This design comes from an exercise in tuning for small area, a short achievable clock period and few clock cycles per item on the open sky130 flow, not from production work.
In this exercise RTL edits were held to simulation tests only and were not proved equivalent to the original.
Power and IR drop assume default switching activity.

== run A ==
==> flow/design.v <==
module regfile (
  input  logic        clk,
  input  logic        rst,
  input  logic        we,        
  input  logic [3:0]  wa,
  input  logic [31:0] wd,
  output logic [15:1] vld_next,  
  input  logic [15:1] sel1,
  input  logic        bp1,
  input  logic [31:0] bv1,
  input  logic [15:1] sel2,
  input  logic        bp2,
  input  logic [31:0] bv2,
  output logic [31:0] rd1,
  output logic [31:0] rd2
);
  logic [15:1][31:0] regs;
  logic [15:1]       vld;
  logic [15:1]       wsel;
  always_comb begin
    for (int k = 1; k < 16; k++) begin
      wsel[k]     = we && (wa == k);
      vld_next[k] = vld[k] | wsel[k];
    end
  end
  always_ff @(posedge clk) begin
    for (int k = 1; k < 16; k++) begin
      if (rst)           vld[k] <= 1'b0;
      else if (wsel[k])  vld[k] <= 1'b1;
      if (wsel[k])       regs[k] <= wd;
    end
  end
  always_comb begin
    rd1 = {32{bp1}} & bv1;
    rd2 = {32{bp2}} & bv2;
    for (int k = 1; k < 16; k++) begin
      rd1 = rd1 | ({32{sel1[k]}} & regs[k]);
      rd2 = rd2 | ({32{sel2[k]}} & regs[k]);
    end
  end
endmodule
module miniRV_top (
  input  logic        clk,
  input  logic        rst,
  output logic [31:0] imem_addr,
  input  logic [31:0] imem_rdata,
  output logic        dmem_we,
  output logic [31:0] dmem_addr,
  output logic [3:0]  dmem_wmask,
  output logic [31:0] dmem_wdata,
  input  logic [31:0] dmem_rdata,
  output logic        halt
);
  logic [31:2] pc;           
  logic [31:0] ir;           
  logic        x_wr;         
  logic        x_ld;         
  logic        x_st;         
  logic        x_jmp;        
  logic        x_add;        
  logic        x_lui;
  logic [3:0]  x_rd;
  logic [15:1] sel1, sel2;   
  logic        fw1, fw2;     
  logic        m_wr;         
  logic        m_ld;
  logic        m_lbu;
  logic [3:0]  m_rd;
  logic [31:0] m_res;        
  logic        st_q;
  logic [3:0]  wmask_q;
  logic [31:0] wdata_q;
  logic        halt_q;
  assign imem_addr  = {pc, 2'b00};
  assign dmem_we    = st_q;
  assign dmem_addr  = {m_res[31:2], 2'b00};
  assign dmem_wmask = wmask_q;
  assign dmem_wdata = wdata_q;
  assign halt       = halt_q;
  logic [31:0] wb;
  logic [7:0]  ld_byte;
  always_comb begin
    case (m_res[1:0])
      2'd0: ld_byte = dmem_rdata[7:0];
      2'd1: ld_byte = dmem_rdata[15:8];
      2'd2: ld_byte = dmem_rdata[23:16];
      default: ld_byte = dmem_rdata[31:24];
    endcase
    if (!m_ld)      wb = m_res;
    else if (m_lbu) wb = {24'd0, ld_byte};
    else            wb = dmem_rdata;
  end
  logic [15:1] vld_next;
  logic [31:0] v1, v2;
  regfile u_regfile (
    .clk      (clk),
    .rst      (rst),
    .we       (m_wr),
    .wa       (m_rd),
    .wd       (wb),
    .vld_next (vld_next),
    .sel1     (sel1),
    .bp1      (fw1),
    .bv1      (m_res),
    .sel2     (sel2),
    .bp2      (fw2),
    .bv2      (m_res),
    .rd1      (v1),
    .rd2      (v2)
  );
  logic [31:0] fi;
  assign fi = imem_rdata;
  logic f_lui, f_jalr, f_ebreak, f_add, f_store, f_load;
  assign f_lui    = ~fi[6] &  fi[2];
  assign f_jalr   =  fi[6] & ~fi[4];
  assign f_ebreak =  fi[6] &  fi[4];
  assign f_add    = ~fi[6] &  fi[5] & fi[4] & ~fi[2];
  assign f_store  = ~fi[6] &  fi[5] & ~fi[4];
  assign f_load   = ~fi[5] & ~fi[4];
  logic [3:0] f_rs1, f_rs2, f_rd;
  assign f_rd  = fi[10:7];
  assign f_rs1 = fi[18:15];
  assign f_rs2 = fi[23:20];
  logic f_use1, f_use2;
  assign f_use1 = ~f_lui;
  assign f_use2 = f_add | f_store;
  logic stall;
  assign stall = x_wr & x_ld & ((f_use1 & (f_rs1 == x_rd)) | (f_use2 & (f_rs2 == x_rd)));
  logic f_fw1, f_fw2;
  assign f_fw1 = x_wr & ~x_ld & (f_rs1 == x_rd) & f_use1;
  assign f_fw2 = x_wr & ~x_ld & (f_rs2 == x_rd);
  logic [15:1] f_sel1, f_sel2;
  always_comb begin
    for (int k = 1; k < 16; k++) begin
      f_sel1[k] = (f_rs1 == k) && vld_next[k] && !f_fw1 && f_use1;
      f_sel2[k] = (f_rs2 == k) && vld_next[k] && !f_fw2;
    end
  end
  logic [31:0] imm;
  assign imm[31:12] = x_lui ? ir[31:12] : {20{ir[31]}};
  assign imm[11:5]  = x_lui ? 7'd0 : ir[31:25];
  assign imm[4:0]   = x_lui ? 5'd0 : (x_st ? ir[11:7] : ir[24:20]);
  logic [31:0] opb, sum;
  assign opb = x_add ? v2 : imm;
  assign sum = v1 + opb;
  logic f_go;    
  assign f_go = ~stall & ~x_jmp;
  always_ff @(posedge clk) begin
    if (rst) begin
      x_wr   <= 1'b0;
      x_st   <= 1'b0;
      x_jmp  <= 1'b0;
      halt_q <= 1'b0;
      m_wr   <= 1'b0;
      st_q   <= 1'b0;
    end else begin
      x_wr   <= f_go & ~f_store & (f_rd != 4'd0);
      x_st   <= f_go & f_store;
      x_jmp  <= f_go & f_jalr;
      halt_q <= f_go & f_ebreak;
      m_wr   <= x_wr;
      st_q   <= x_st;
    end
  end
  logic        pc_en;
  logic [31:2] pc_d;
  assign pc_en = rst | x_jmp | ~stall;
  assign pc_d  = ({30{rst}} & 30'h2000_0000)
               | ({30{~rst & x_jmp}} & sum[31:2])
               | ({30{~rst & ~x_jmp}} & (pc + 30'd1));
  always_ff @(posedge clk) begin
    if (pc_en) pc <= pc_d;
  end
  always_ff @(posedge clk) begin
    ir    <= fi;
    x_ld  <= f_load;
    x_add <= f_add;
    x_lui <= f_lui;
    x_rd  <= f_rd;
    sel1  <= f_sel1;
    sel2  <= f_sel2;
    fw1   <= f_fw1;
    fw2   <= f_fw2;
    m_ld    <= x_ld;
    m_lbu   <= ir[14];
    m_rd    <= x_rd;
    m_res   <= x_jmp ? {pc, 2'b00} : sum;
    wmask_q <= ir[13] ? 4'b1111 : (4'b0001 << sum[1:0]);
    wdata_q <= ir[13] ? v2 : {4{v2[7:0]}};
  end
endmodule
export LEC_CHECK = 0
export CAP_MARGIN = 20
export CORE_MARGIN = 2
export CORE_UTILIZATION = 70
export SLEW_MARGIN = 20
create_clock -name core_clock -period 13.0 [get_ports {clk}]
standard.sh (not shown) runs the stock make flow with config.mk's settings and CLKGATE_MAP_FILE= SYNTH_SCRIPT=/design/flow/synth_recipe.tcl, a recipe that flattens the netlist after the stock synthesis.
==> flow/flow/run.sh <==
#!/bin/bash
# Layout flow: the standard ORFS flow (standard.sh, unchanged synthesis) with
#  - timing repair asked to leave a setup margin, so that the layout is optimised for a
#    period well below the design's 13 ns (the SDC itself is not changed),
#  - port buffers of a plain buffer cell (buf_2) instead of the delay-buffer cell that
#    buffer_ports picks by default, and sizing not limited to same-footprint cells,
#    so that the port buffers can be sized like any other cell,
#  - clock tree sinks clustered 30 to a buffer within 60 um, with no dummy loads.
# make's full output goes to standard.log in the work folder; ORFS's per-step logs are
# under orfs/logs/.
set -euo pipefail
export SETUP_SLACK_MARGIN=${FLOW_SETUP_MARGIN:-9.0}
export CTS_ARGS="-sink_clustering_enable -repair_clock_nets -dont_use_dummy_load -sink_clustering_size 30 -sink_clustering_max_diameter 60"
export BUFFER_PORTS_ARGS="-buffer_cell sky130_fd_sc_hd__buf_2"
bash standard.sh MATCH_CELL_FOOTPRINT=0 finish > standard.log 2>&1
In summary, run A completed successfully, with a layout that passed the timing, design-rule and antenna checks.
Testbench counts of run A, summed over its fixed seeds: cycles 33,477, instructions 31,279.
The following lists how run B was set up differently from run A:
Settings: swapping 70 for 60 in CORE_UTILIZATION.
[summary]
Run B and run A ended up with roughly the same setup clock skew after layout. Of run A and run B, the lower first-pass GRT wire length belongs to run A. Placed wire-length estimate after detailed placement (run B over run A): increase, 4.2%. Per the final summary, run B finished and its layout is clean on timing, DRC and antenna. Delta (run B minus run A): largest net degree at the start of global routing rose 9; standard-cell row count rose 6. Between run A and run B, combined buffer and inverter count along the critical path decreased. On combinational fraction of design power: between run A and run B, it ends up higher for run A. Diff run A -> run B | final area | up slightly. The number of standard cells after synthesis on run B is in line with that on run A.
--- input diff run B..run C ---
--- a/flow/flow/run.sh
+++ b/flow/flow/run.sh
@@ -11,3 +11,3 @@
 set -euo pipefail
-export SETUP_SLACK_MARGIN=${FLOW_SETUP_MARGIN:-9.0}
+export SETUP_SLACK_MARGIN=${FLOW_SETUP_MARGIN:-9.3}
 export CTS_ARGS="-sink_clustering_enable -repair_clock_nets -dont_use_dummy_load -sink_clustering_size 30 -sink_clustering_max_diameter 60"
### Flow results
- Run B closes out successfully: all stages finished, all timing, DRC and antenna checks passed.
- In summary, run C completed successfully, with a layout that passed the timing, design-rule and antenna checks.
- On share of synthesized flip-flops with an asynchronous set or reset, run B tracks run C almost exactly.
- Cmp run C and run B / layout-stage area growth over the synthesis result / higher: run C
- Worst slack on hold paths: higher on run C
- Fmax for run C: 2.6 MHz up relative to run B
- [compare] base=run B new=run C: routed wire length has increased; via count grew by about 4.6%.
- Diff run B -> run C | TritonCTS buffer count | down by a few percent
- Comparing run C and run B, the lower utilization was measured on run B.
- Diff run C and run B: overall power of the completed layout higher in run C
- Sequential fraction of total cell area, run C and run B: lower on run C
- Cells: run C has more instances than run B
Relative to run C, the following input files were edited for run D:
==> flow/flow/run.sh <==
#!/bin/bash
# Layout flow: the standard ORFS flow (standard.sh, unchanged synthesis) with
#  - timing repair asked to leave a setup margin, so that the layout is optimised for a
#    period well below the design's 13 ns (the SDC itself is not changed),
#  - port buffers of a plain buffer cell (buf_4) instead of the delay-buffer cell that
#    buffer_ports picks by default, and sizing not limited to same-footprint cells,
#    so that the port buffers can be sized like any other cell.
# make's full output goes to standard.log in the work folder; ORFS's per-step logs are
# under orfs/logs/.
set -euo pipefail
export SETUP_SLACK_MARGIN=${FLOW_SETUP_MARGIN:-9.0}
export BUFFER_PORTS_ARGS="-buffer_cell sky130_fd_sc_hd__buf_4"
bash standard.sh MATCH_CELL_FOOTPRINT=0 finish > standard.log 2>&1
==> summary.txt <==
Run D vs. run C: per-cell routed wire length lost 1.7 um, routed wire length lost 8600 um. Run D finished every stage and its layout cleared the timing, design-rule and antenna checks. On register share of total power, the higher figure sits with run C, not run D. Run D against run C: arrival time of data at the critical path endpoint rose 0.28 ns, setup slack after layout fell 0.26 ns, number of antenna violations at the first check in global routing fell 2.

[what the ideal ports hide]
In the flow no input, the clock included, has a driving cell. The finished layouts below were timed again as built, in two steps.
Step 1 assumes that a clkbuf_16 drives the clock port and a buf_2 every other input.
Step 2, shift: input delay + t, output delay - t, t = (earliest + latest rising clock arrival at the registers) / 2. This alone moves slack from input paths to output paths.
a / b / c = ideal / step 1 / step 2; a / b = the first two.
run | t (ns) | setup slack, ns | latest minus earliest clock arrival (ns)
run A | 0.644 | 8.811 / 8.811 / 8.549 | 0.080 / 0.080
run B | 0.667 | 8.909 / 8.909 / 8.502 | 0.071 / 0.071
run C | 0.645 | 8.952 / 8.952 / 8.743 | 0.074 / 0.074
run D | 0.672 | 8.693 / 8.693 / 8.550 | 0.040 / 0.040
After both steps every run listed still meets setup and hold. The setup slack of run B, which loses most, moves by 0.000 ns with the drivers and by -0.407 ns with both steps.
